Source: an optimization exercise on an open RTL-to-GDS flow (aim: small area, a short achievable clock period and few clock cycles per item). Production flows keep margins and buffers that such runs may drop. Only simulation tests tie the RTL to the original design; equivalence was not proved. Power is estimated from default activity; no workload was simulated.

## the reference run
// spiral
module spiral #(
  parameter DATA_WIDTH = 8,
  parameter R_WIDTH  = 3,
  parameter C_WIDTH  = 3
)
(
  input  logic                  clk,
  input  logic                  rstn,
  input  logic [R_WIDTH-1:0]    row,  
  input  logic [C_WIDTH-1:0]    col,  
  input  logic [DATA_WIDTH-1:0] data_in,
  input  logic                  data_in_valid,
  output logic                  data_in_rdy,
  output logic [DATA_WIDTH-1:0] data_out,
  output logic                  data_out_valid,
  input  logic                  data_out_rdy
);
Size in the first run: about 0.021 mm² of cells after synthesis.
==> flow/config.mk <==
export PLATFORM = sky130hd
export DESIGN_NAME = spiral
export DESIGN_NICKNAME = spiral
export VERILOG_FILES = /design/flow/design.v
export SDC_FILE = /design/flow/constraint.sdc
export NUM_CORES = 4
export LEC_CHECK = 0
export CAP_MARGIN = 20
export CORE_MARGIN = 2
export CORE_UTILIZATION = 50
export CTS_BUF_LIST = sky130_fd_sc_hd__clkbuf_4 sky130_fd_sc_hd__clkbuf_8
export SETUP_SLACK_MARGIN = 4.5
export SLEW_MARGIN = 20
==> flow/constraint.sdc <==
create_clock -name core_clock -period 7.0 [get_ports {clk}]
set_input_delay 1.4000 -clock core_clock [delete_from_list [all_inputs] [get_ports {clk}]]
set_output_delay 1.4000 -clock core_clock [all_outputs]
set_load 0.01 [all_outputs]
run.sh (not shown) runs the stock make flow with config.mk's settings and CLKGATE_MAP_FILE= SYNTH_SCRIPT=/design/flow/synth_recipe.tcl, a recipe that flattens the netlist after the stock synthesis.
Testbench counts of the reference run, summed over its fixed seeds: cycles 9,408, items 8,134.
Input changes introduced in the trial run (baseline for comparison: the reference run):
-- flow/design.v --
<<< the reference run, line 61
  logic [2:0]   cnt, hn, vn;    
  logic         rfire, seg_end, rdone;
  logic r_wcur, byp, rav;
  assign r_wcur  = ract && same(wrow, wcol, rrow, rcol);
  assign byp     = !rok && wfire && r_wcur;
  assign rav     = rok || byp;
  assign rfire   = rav && (!data_out_valid || data_out_rdy);
  assign seg_end = (cnt == 3'd1);
  assign rdone   = seg_end && (rdir[0] ? (hn == 3'd1) : (vn == 3'd1));
>>> the trial run, line 61
  logic [2:0]   cnt, hn, vn;    
  logic         rfire, seg_end, rdone;
  assign rfire   = rok && (!data_out_valid || data_out_rdy);
  assign seg_end = (cnt == 3'd1);
  assign rdone   = seg_end && (rdir[0] ? (hn == 3'd1) : (vn == 3'd1));
<<< the reference run, line 96
  assign w_f_a = full_at(wrow, a_col, full) && !rc_a;
  assign w_f_b = full_at(b_row, b_col, full) && !rc_b;
  assign w_f_c = (full_at(c_rc, c_rc, full) && !rc_c) ||
                 (same(wrow, wcol, c_rc, c_rc) && !(byp && rfire));
  always_comb begin
    if (!wfire)      w_busy_n = !data_in_rdy && up && !rc_cur;
>>> the trial run, line 92
  assign w_f_a = full_at(wrow, a_col, full) && !rc_a;
  assign w_f_b = full_at(b_row, b_col, full) && !rc_b;
  assign w_f_c = (full_at(c_rc, c_rc, full) && !rc_c) || same(wrow, wcol, c_rc, c_rc);
  always_comb begin
    if (!wfire)      w_busy_n = !data_in_rdy && up && !rc_cur;
<<< the reference run, line 153
        rok  <= r_f_adv;
      end else begin
        rok <= rav;
      end
      if (rfire) data_out_valid <= 1'b1;
>>> the trial run, line 148
        rok  <= r_f_adv;
      end else begin
        rok <= rok || (wfire && same(wrow, wcol, rrow, rcol));
      end
      if (rfire) data_out_valid <= 1'b1;
<<< the reference run, line 159
      for (int i = 0; i < N; i++)
        for (int j = 0; j < N; j++) begin
          if (rfire && rrow[i] && rcol[j]) full[i*N+j] <= 1'b0;
          else if (wfire && wrow[i] && wcol[j]) full[i*N+j] <= 1'b1;
        end
    end
>>> the trial run, line 154
      for (int i = 0; i < N; i++)
        for (int j = 0; j < N; j++) begin
          if (wfire && wrow[i] && wcol[j]) full[i*N+j] <= 1'b1;
          else if (rfire && rrow[i] && rcol[j]) full[i*N+j] <= 1'b0;
        end
    end
<<< the reference run, line 195
      for (int j = 0; j < N; j++)
        if (wfire && wrow[i] && wcol[j]) mem[i][j] <= data_in;
    if (rfire) data_out <= rok ? rdata : data_in;
  end
endmodule
>>> the trial run, line 190
      for (int j = 0; j < N; j++)
        if (wfire && wrow[i] && wcol[j]) mem[i][j] <= data_in;
    if (rfire) data_out <= rdata;
  end
endmodule
==> notes.md <==
[compare] base=the reference run new=the trial run: clock share of power saw a decrease, cell-internal power saw a decrease, routed wire length saw a decrease, final worst setup slack saw an increase. In the flow results for the trial run and the reference run, the flip-flop and latch share of the layout cell area is smaller on the reference run. Against the reference run, the trial run reports a area after synthesis that is lower. Post-placement setup slack on the trial run is ahead of the reference run. Delta (the trial run minus the reference run): average cell area after synthesis held; power down about 0.75%; leakage power total now larger.
Testbench counts of the trial run, summed over its fixed seeds: cycles 9,515, items 8,134.

==> port drivers added, routing unchanged <==
The flow's constraints put no driver on any port. The routed layouts listed below were extracted and timed again, unchanged, in two steps.
Step 1 assumes that a clkbuf_16 drives the clock port and a buf_2 every other input.
Step 2 adds t to the input delays and takes it off the output delays; t is the mean of the earliest and latest rising clock arrival at the registers after step 1. Input paths then give back, and output paths get back, about the clock's delay inside the block.
Slacks: no drivers / after step 1 / after step 2; pairs: no drivers / after step 1.
run | t, ns | setup WS [ns] | hold slack, ns | slew at the worst register clock pin (ns) | worst data-port slew with drivers (ns)
the reference run | 0.694 | 4.332 / 4.282 / 3.847 | 0.551 / 0.551 / 0.551 | 0.07 / 0.07 | 0.05
the trial run | 0.689 | 4.351 / 4.300 / 3.876 | 0.531 / 0.531 / 0.531 | 0.07 / 0.07 | 0.04
After both steps every run listed still meets setup and hold. The setup slack of the reference run, which loses most, moves by -0.050 ns with the drivers and by -0.485 ns with both steps.
